This is an optimization exercise on Yosys and OpenROAD, whose aim is small area, a short achievable clock period and few clock cycles, not a production implementation. In this exercise RTL edits were held to simulation tests only and were not proved equivalent to the original.

job 1671:
## BalotelliMulDiv
module BalotelliMulDiv (
  input Clk,
  input Rst,
  input InValid,
  input [3:0] InOp,
  input [63:0] InA,
  input [63:0] InB,
  output InReady,
  output OutValid,
  output [63:0] OutResult
);
For scale: ~6,900 cells after synthesis, ~200 I/O pins.
make LEC_CHECK=0 CAP_MARGIN=20 CORE_MARGIN=2 CORE_UTILIZATION=40 SETUP_SLACK_MARGIN=3 SLEW_MARGIN=20 finish   # period 8.0 ns
run.sh (not shown) runs the stock make flow with config.mk's settings and CLKGATE_MAP_FILE= SYNTH_SCRIPT=/design/flow/synth_recipe.tcl, a recipe that flattens the netlist after the stock synthesis.
Job 1671: all stages complete, timing, DRC and antenna checks passed
Testbench counts of job 1671, summed over its fixed seeds: cycles 17,360.
Relative to job 1671, the following input files were edited for job 3977:
-- flow/design.v --
<<< job 1671, line 20
  reg OpW, OpSg, OpRem;
  reg NegA, NegB, Dz;
  reg [5:0] Cnt;     
  reg TV;            
  reg TW, TOnes;
  reg OV;
  reg ASelS, ASelC, ASelX1, AInv, BSelC, BSelD, ACin;
  reg [63:0] X1, S, C, Out;
  reg [64:0] X2, X3;
>>> job 3977, line 20
  reg OpW, OpSg, OpRem;
  reg NegA, NegB, Dz;
  reg [6:0] Cnt;     
  reg TV;            
  reg TW, TQ, TNeg;
  reg OV;
  reg ASelAlt, ASelX1, BSelC, BSelD, ACin;
  reg [63:0] X1, S, C, Out;
  reg [64:0] X2, X3;
<<< job 1671, line 67
    end
  endfunction
  wire [63:0] AddA = ((S & {64{ASelS}}) | (C & {64{ASelC}}) | (X1 & {64{ASelX1}})) ^ {64{AInv}};
  wire [63:0] AddB = (C & {64{BSelC}}) | (~X2[63:0] & {64{BSelD}});
  wire [65:0] AddWide = {1'b0, AddA, ACin} + {1'b0, AddB, ACin};
>>> job 3977, line 67
    end
  endfunction
  wire [63:0] AddAlt = ASelX1 ? X1 : ((TQ ? C : S) ^ {64{TNeg}});
  wire [63:0] AddA = ASelAlt ? AddAlt : S;
  wire [63:0] AddB = (C & {64{BSelC}}) | (~X2[63:0] & {64{BSelD}});
  wire [65:0] AddWide = {1'b0, AddA, ACin} + {1'b0, AddB, ACin};
<<< job 1671, line 132
  wire PDz = ~(|BExt);
  wire [7:0] PJ = {1'b0, clz64(PY)} - {1'b0, clz64(PVLen)};
  wire [5:0] PHalf = PJ[6:1] + {5'b0, PJ[0]};
  wire PSkip = PJ[7] | PDz;
  reg [64:0] Sh;
  always @(*) begin
    Sh = X2;
    if (Cnt[0]) Sh = {Sh[62:0], {2{NegB}}};
    if (Cnt[1]) Sh = {Sh[60:0], {4{NegB}}};
    if (Cnt[2]) Sh = {Sh[56:0], {8{NegB}}};
    if (Cnt[3]) Sh = {Sh[48:0], {16{NegB}}};
    if (Cnt[4]) Sh = {Sh[32:0], {32{NegB}}};
    if (Cnt[5]) Sh = {Sh[0], {64{NegB}}};
  end
  wire [63:0] Res = TW ? {{32{AddSum[31]}}, AddSum[31:0]} : AddSum[63:0];
>>> job 3977, line 133
  wire PDz = ~(|BExt);
  wire [7:0] PJ = {1'b0, clz64(PY)} - {1'b0, clz64(PVLen)};
  wire PSkip = PJ[7] | PDz;
  wire [5:0] Half = Cnt[6:1] + {5'b0, Cnt[0]};
  reg [64:0] Sh;
  always @(*) begin
    Sh = X2;
    if (Half[0]) Sh = {Sh[62:0], {2{NegB}}};
    if (Half[1]) Sh = {Sh[60:0], {4{NegB}}};
    if (Half[2]) Sh = {Sh[56:0], {8{NegB}}};
    if (Half[3]) Sh = {Sh[48:0], {16{NegB}}};
    if (Half[4]) Sh = {Sh[32:0], {32{NegB}}};
    if (Half[5]) Sh = {Sh[0], {64{NegB}}};
  end
  wire [63:0] Res = TW ? {{32{AddSum[31]}}, AddSum[31:0]} : AddSum[63:0];
<<< job 1671, line 179
      else C <= {C[62:0], Q0};
    end
    Out <= TOnes ? 64'hffff_ffff_ffff_ffff : Res;
    QPrev <= Rdy ? 1'b0 : Qm[7];
    First <= Rdy;
>>> job 3977, line 180
      else C <= {C[62:0], Q0};
    end
    Out <= Res;
    QPrev <= Rdy ? 1'b0 : Qm[7];
    First <= Rdy;
<<< job 1671, line 186
      NegB <= PNegB;
      Dz <= PDz;
      Cnt <= PHalf;
    end else if (SStep4) begin
      Cnt <= Cnt - 6'd1;
    end
    TW <= OpW;
    TOnes <= ~SMul & ~OpRem & Dz;
    ASelS <= TVNext ? (SMul | OpRem) : ~ShNext;
    ASelC <= TVNext & ~SMul & ~OpRem;
    ASelX1 <= ShNext;
    AInv <= TVNext & ~SMul & TNegNext;
    BSelC <= TVNext & SMul;
    BSelD <= ~TVNext & ~ShNext;
    ACin <= TVNext ? (~SMul & TNegNext) : (SPre ? PNegA : ~NegB);
    if (!Rst) begin
      SMul <= 1'b0;
>>> job 3977, line 187
      NegB <= PNegB;
      Dz <= PDz;
      Cnt <= PJ[6:0];
    end else if (SShift) begin
      Cnt <= {1'b0, Half};
    end else if (SStep4) begin
      Cnt <= Cnt - 7'd1;
    end
    TW <= OpW;
    TQ <= ~OpRem;
    TNeg <= TNegNext | (~OpRem & Dz);
    ASelAlt <= (TVNext & ~SMul) | ShNext;
    ASelX1 <= ShNext;
    BSelC <= TVNext & SMul;
    BSelD <= ~TVNext & ~ShNext;
    ACin <= TVNext ? (~SMul & TNegNext & ~(~OpRem & Dz)) : (SPre ? PNegA : ~NegB);
    if (!Rst) begin
      SMul <= 1'b0;
<<< job 1671, line 225
        if (SMul) Rdy <= MulLastNext;
        else if (SPre) Rdy <= PSkip;
        else if (SShift) Rdy <= Cnt == 6'd0;
        else if (SStep1) Rdy <= Cnt == 6'd1;
        else Rdy <= Cnt == 6'd2;
      end
    end
>>> job 3977, line 227
        if (SMul) Rdy <= MulLastNext;
        else if (SPre) Rdy <= PSkip;
        else if (SShift) Rdy <= Cnt == 7'd0;
        else if (SStep1) Rdy <= Cnt == 7'd1;
        else Rdy <= Cnt == 7'd2;
      end
    end
Notes after the runs:
Run comparison: job 3977 capture point of the critical path Cnt[6]$_DFFE_PP_; job 1671 capture point of the critical path S[60]$_DFFE_PP_. Comparing job 1671 and job 3977, the higher number of standard cells in the final layout excluding fillers was measured on job 3977. Number of buffers inserted by port buffering: job 3977 vs job 1671 identical. Non-clock buffer count in job 3977 vs job 1671: up 12. Design area grows slightly when moving from job 1671 to job 3977. Summary of the comparison: count of buffers added by post-CTS timing repair for setup is lower in job 3977, relative to job 1671.
Testbench counts of job 3977, summed over its fixed seeds: cycles 17,360.

-- afterwards: timing with drivers on the ports --
In the flow no input, the clock included, has a driving cell. The finished layouts below were timed again as built, in two steps.
Step 1 (the two cells are an assumption about what drives the block):
set clk [get_ports {Clk}]
set_driving_cell -lib_cell sky130_fd_sc_hd__clkbuf_16 $clk
set_driving_cell -lib_cell sky130_fd_sc_hd__buf_2 [delete_from_list [all_inputs] $clk]
Step 2 also shifts input and output timing later by t, the mid clock arrival at the registers, as if the neighbouring blocks saw the same clock.
Slacks: ideal ports / drivers / drivers and shift; pairs: ideal ports / drivers.
run | t (ns) | slack for setup (ns) | hold WS [ns]
job 1671 | 0.798 | 2.974 / 2.974 / 2.974 | 0.460 / 0.460 / 0.460
job 3977 | 0.770 | 2.975 / 2.975 / 2.975 | 0.456 / 0.456 / 0.456
After both steps every run listed still meets setup and hold.
